This design comes from an exercise in tuning for small area, a short achievable clock period and few clock cycles per item on the open sky130 flow, not from production work.
RTL that was checked went through simulation tests only; none was proved equivalent to the original.
No activity file was given, so power comes from the tool's default toggle rates.

==> flow/design.v (excerpt) <==
module bin2BCD(
    input           clk,
    input           rst,
    input           en,
    input   [11:0]  bin_d_in,
    output  [15:0]  bcd_d_out,
    output          rdy
    );
Size in the first run: roughly 15 flip-flops, ~32 I/O pins, roughly 1300 um^2 of cells after synthesis.
==> module bin2BCD, before the edit <==
module bin2BCD(
    input           clk,
    input           rst,
    input           en,
    input   [11:0]  bin_d_in,
    output  [15:0]  bcd_d_out,
    output          rdy
    );
    function [3:0] add3;
        input [3:0] d;
        reg o3;
        begin
            o3 = d[3] | (d[2] & (d[1] | d[0]));
            add3[3] = o3;
            add3[2] = (d[2] & ~d[1] & ~d[0]) | (d[3] & d[0]);
            add3[1] = (d[3] & ~d[0]) | (d[1] & ~d[2]) | (d[1] & d[0]);
            add3[0] = d[0] ^ o3;
        end
    endfunction
    function [27:0] step;
        input [27:0] x;
        begin
            step = {add3(x[27:24]), add3(x[23:20]), add3(x[19:16]), add3(x[15:12]), x[11:0]} << 1;
        end
    endfunction
    reg  [27:0] s1, s2;
    reg  [22:9] mid;
    reg         result_rdy;
    integer i;
    always @(*) begin
        s1 = {16'b0, bin_d_in};
        for (i = 0; i < 9; i = i + 1)
            s1 = step(s1);
    end
    always @(posedge clk) begin
        mid        <= s1[22:9];
        result_rdy <= en & ~rst;
    end
    always @(*) begin
        s2 = 28'b0;
        s2[22:9] = mid;
        for (i = 9; i < 12; i = i + 1)
            s2 = step(s2);
    end
    assign bcd_d_out = s2[27:12];
    assign rdy       = result_rdy;
endmodule
Settings: LEC_CHECK=0, ABC_AREA=1, CAP_MARGIN=20, CORE_MARGIN=2, CORE_UTILIZATION=40, SLEW_MARGIN=20; clock period 5.0 ns.
standard.sh (not shown) runs the stock make flow with config.mk's settings and CLKGATE_MAP_FILE= SYNTH_SCRIPT=/design/flow/synth_recipe.tcl, a recipe that flattens the netlist after the stock synthesis.
==> flow/flow/run.sh <==
#!/bin/bash
# Standard ORFS layout, with the smallest buffer (buf_1) as the port buffer.
set -euo pipefail
export BUFFER_PORTS_ARGS="-buffer_cell sky130_fd_sc_hd__buf_1"
bash standard.sh finish > flow_make.log 2>&1
==> next run, changes <==
==> flow/design.v (replaced) <==
`timescale 1ns / 1ps
module bin2BCD(
    input           clk,
    input           rst,
    input           en,
    input   [11:0]  bin_d_in,
    output  [15:0]  bcd_d_out,
    output          rdy
    );
    function [5:0] step;
        input [4:0] r;
        input       b;
        begin
            step[5] = r[4] | r[3] | (r[2] & b);
            step[0] = b ? r[2] : r[0];
            step[1] = b ? r[0] : r[3];
            step[2] = b ? r[3] : r[1];
            step[3] = b ? r[1] : r[4];
            step[4] = b ? r[4] : r[2];
        end
    endfunction
    function [2:0] bin3;
        input [4:0] r;
        bin3 = {r[4], r[3] | r[2], r[3] | r[1]};
    endfunction
    reg  [10:0] q0;
    reg  [4:0]  r0;
    integer i;
    always @(*) begin
        r0 = 5'b00001;
        for (i = 10; i >= 0; i = i - 1)
            {q0[i], r0} = step(r0, bin_d_in[i + 1]);
    end
    reg  [8:0]  q0_q;     
    reg  [3:0]  units;
    reg         result_rdy;
    always @(posedge clk) begin
        q0_q       <= q0[8:0];
        units      <= {bin3(r0), bin_d_in[0]};
        result_rdy <= en & ~rst;
    end
    reg  [7:0]  q1;       
    reg  [4:0]  r1;
    reg  [4:0]  q2;       
    reg  [4:0]  r2;
    always @(*) begin
        r1 = 5'b00001;
        for (i = 7; i >= 0; i = i - 1)
            {q1[i], r1} = step(r1, q0_q[i + 1]);
        r2 = 5'b00001;
        for (i = 4; i >= 0; i = i - 1)
            {q2[i], r2} = step(r2, q1[i + 1]);
    end
    assign bcd_d_out = {1'b0, q2[2:0], bin3(r2), q1[0], bin3(r1), q0_q[0], units};
    assign rdy       = result_rdy;
endmodule
Routed wire length is higher by well over a third.
Final cell count grows by a quarter to a third.
Sequential share of layout area shrinks by 4.7 points.
Area after synthesis came out higher by about a fifth.
Global-route usage grows by 4.0 points.
Combinational power is lower by a quarter to a third.
Clock-buffer cell count went up by 1.
Via count came out higher by well over a third.
Power decreases by about a fifth.
Die area climbs by about a fifth.
Non-clock buffer count is unchanged.
Function was not checked in any run of this note: the RTL went through the layout flow alone.

* * *

Another version of the RTL of bin2BCD (not shown whole).
For scale: ~210 cells after synthesis, about 32 I/O pins.
==> module bin2BCD, before the edit <==
module bin2BCD(
    input           clk,
    input           rst,
    input           en,
    input   [11:0]  bin_d_in,
    output  [15:0]  bcd_d_out,
    output          rdy
    );
    function [3:0] add3;
        input [3:0] d;
        reg o3;
        begin
            o3 = d[3] | (d[2] & (d[1] | d[0]));
            add3[3] = o3;
            add3[2] = (d[2] & ~d[1] & ~d[0]) | (d[3] & d[0]);
            add3[1] = (d[3] & ~d[0]) | (d[1] & ~d[2]) | (d[1] & d[0]);
            add3[0] = d[0] ^ o3;
        end
    endfunction
    function [27:0] step;
        input [27:0] x;
        begin
            step = {add3(x[27:24]), add3(x[23:20]), add3(x[19:16]), add3(x[15:12]), x[11:0]} << 1;
        end
    endfunction
    reg  [27:0] s1, s2;
    reg  [25:11] mid;
    reg         result_rdy;
    integer i;
    always @(*) begin
        s1 = {16'b0, bin_d_in};
        for (i = 0; i < 11; i = i + 1)
            s1 = step(s1);
    end
    always @(posedge clk) begin
        mid        <= s1[25:11];
        result_rdy <= en & ~rst;
    end
    always @(*) begin
        s2 = 28'b0;
        s2[25:11] = mid;
        for (i = 11; i < 12; i = i + 1)
            s2 = step(s2);
    end
    assign bcd_d_out = s2[27:12];
    assign rdy       = result_rdy;
endmodule
Settings: LEC_CHECK=0, ABC_AREA=1, CAP_MARGIN=20, CORE_MARGIN=2, CORE_UTILIZATION=40, SLEW_MARGIN=20; clock period 5.0 ns.
run.sh (not shown) runs the stock make flow with config.mk's settings and CLKGATE_MAP_FILE= SYNTH_SCRIPT=/design/flow/synth_recipe.tcl, a recipe that flattens the netlist after the stock synthesis.
Stock flow here: none of the scripts above is used.
==> next run, changes <==
--- a/flow/design.v
+++ b/flow/design.v
@@ -25,22 +25,22 @@
         end
     endfunction
     reg  [27:0] s1, s2;
-    reg  [25:11] mid;
+    reg  [24:10] mid;
     reg         result_rdy;
     integer i;
     always @(*) begin
         s1 = {16'b0, bin_d_in};
-        for (i = 0; i < 11; i = i + 1)
+        for (i = 0; i < 10; i = i + 1)
             s1 = step(s1);
     end
     always @(posedge clk) begin
-        mid        <= s1[25:11];
+        mid        <= s1[24:10];
         result_rdy <= en & ~rst;
     end
     always @(*) begin
         s2 = 28'b0;
-        s2[25:11] = mid;
-        for (i = 11; i < 12; i = i + 1)
+        s2[24:10] = mid;
+        for (i = 10; i < 12; i = i + 1)
             s2 = step(s2);
     end
     assign bcd_d_out = s2[27:12];
Effect:
- The changed run completed without violations
- routed wire length grows slightly
- total power goes up by a few percent
- critical path depth goes down by 12
- design area decreases slightly
- setup slack gets better by 0.36 ns
- area after synthesis is lower slightly
- utilization is lower by 0.25 points
- combinational power goes up by roughly a tenth
Testbench counts after the change, summed over its fixed seeds: cycles 8,000, items 4,000.
No functional check of the RTL was part of the first run of this note.

* * *

bin2BCD again, from the RTL that the note above started with.
==> flow/design.v (excerpt) <==
module bin2BCD(
    input           clk,
    input           rst,
    input           en,
    input   [11:0]  bin_d_in,
    output  [15:0]  bcd_d_out,
    output          rdy
    );
    function [3:0] add3;
        input [3:0] d;
        reg o3;
        begin
            o3 = d[3] | (d[2] & (d[1] | d[0]));
            add3[3] = o3;
            add3[2] = (d[2] & ~d[1] & ~d[0]) | (d[3] & d[0]);
            add3[1] = (d[3] & ~d[0]) | (d[1] & ~d[2]) | (d[1] & d[0]);
            add3[0] = d[0] ^ o3;
        end
    endfunction
    function [27:0] step;
        input [27:0] x;
        begin
            step = {add3(x[27:24]), add3(x[23:20]), add3(x[19:16]), add3(x[15:12]), x[11:0]} << 1;
        end
    endfunction
    reg  [27:0] s1, s2;
    reg  [25:11] mid;
    reg         result_rdy;
    integer i;
    always @(*) begin
        s1 = {16'b0, bin_d_in};
        for (i = 0; i < 11; i = i + 1)
            s1 = step(s1);
    end
    always @(posedge clk) begin
        mid        <= s1[25:11];
        result_rdy <= en & ~rst;
    end
    always @(*) begin
        s2 = 28'b0;
        s2[25:11] = mid;
        for (i = 11; i < 12; i = i + 1)
            s2 = step(s2);
    end
    assign bcd_d_out = s2[27:12];
    assign rdy       = result_rdy;
endmodule
clock: 5.0 ns
lec_check: 0
abc_area: 1
cap_margin: 20
core_margin: 2
core_utilization: 40
slew_margin: 20
standard.sh (not shown) runs the stock make flow with config.mk's settings and CLKGATE_MAP_FILE= SYNTH_SCRIPT=/design/flow/synth_recipe.tcl, a recipe that flattens the netlist after the stock synthesis.
Scripts as last shown in full above: flow/flow/run.sh
Change:
==> flow/design.v (replaced) <==
`timescale 1ns / 1ps
module bin2BCD(
    input           clk,
    input           rst,
    input           en,
    input   [11:0]  bin_d_in,
    output  [15:0]  bcd_d_out,
    output          rdy
    );
    function [3:0] step;
        input [2:0] r;
        input       b;
        reg q;
        begin
            q = r[2] | (r[1] & (r[0] | b));
            step[3] = q;
            step[2] = (r[1] & ~r[0] & ~b) | (r[2] & b);
            step[1] = (r[2] & ~b) | (r[0] & ~r[1]) | (r[0] & b);
            step[0] = b ^ q;
        end
    endfunction
    function [2:0] bin3;
        input [2:0] r;
        bin3 = r;
    endfunction
    reg  [10:0] q0;
    reg  [2:0]  r0;
    integer i;
    always @(*) begin
        r0 = 3'b000;
        for (i = 10; i >= 0; i = i - 1)
            {q0[i], r0} = step(r0, bin_d_in[i + 1]);
    end
    reg  [8:0]  q0_q;     
    reg  [3:0]  units;
    reg         result_rdy;
    always @(posedge clk) begin
        q0_q       <= q0[8:0];
        units      <= {bin3(r0), bin_d_in[0]};
        result_rdy <= en & ~rst;
    end
    reg  [7:0]  q1;       
    reg  [2:0]  r1;
    reg  [4:0]  q2;       
    reg  [2:0]  r2;
    always @(*) begin
        r1 = 3'b000;
        for (i = 7; i >= 0; i = i - 1)
            {q1[i], r1} = step(r1, q0_q[i + 1]);
        r2 = 3'b000;
        for (i = 4; i >= 0; i = i - 1)
            {q2[i], r2} = step(r2, q1[i + 1]);
    end
    assign bcd_d_out = {1'b0, q2[2:0], bin3(r2), q1[0], bin3(r1), q0_q[0], units};
    assign rdy       = result_rdy;
endmodule
=> Clock power falls by 3.5%. Utilization rises by 0.34 points. Sequential power went down by 20%. Routed wire length rose by 8.7%. Count of clock-buffer cells in the layout does not change. Setup slack degrades by 1.1 ns. Hold slack improved by 0.011 ns. Synthesized area went down by 1.9%. First-iteration DRC count grows by about 35%. Global-route usage climbs by 1.9 points. Total power increases by about 8%.
No run of this note included a check of the RTL's function; only the layout flow was run.

==> afterwards: timing with drivers on the ports <==
The results above use ideal ports. As a check the final layouts listed here were re-extracted and re-timed, cells and wires unchanged.
Step 1 sets driving cells, clkbuf_16 on the clock port and buf_2 on the other inputs (assumed; they add their load-dependent delay and slew).
Step 2 also shifts input and output timing later by t, the mid clock arrival at the registers, as if the neighbouring blocks saw the same clock.
a / b / c = no drivers / after step 1 / after step 2; a / b = the first two.
run	shift t [ns]	setup slack, ns	pins driven straight from the clock port
the first run of note 1	0.286	1.660 / 1.640 / 1.927	1
the second run of note 1	0.261	1.854 / 1.831 / 2.092	1
the first run of note 2	0.296	1.244 / 1.241 / 0.944	1
the second run of note 2	0.301	1.604 / 1.598 / 1.297	1
the first run of note 3	0.291	1.697 / 1.693 / 1.402	1
the second run of note 3	0.287	0.625 / 0.605 / 0.892	1
After both steps every run listed still meets setup and hold. The setup slack of the second run of note 2, which loses most, moves by -0.006 ns with the drivers and by -0.307 ns with both steps.
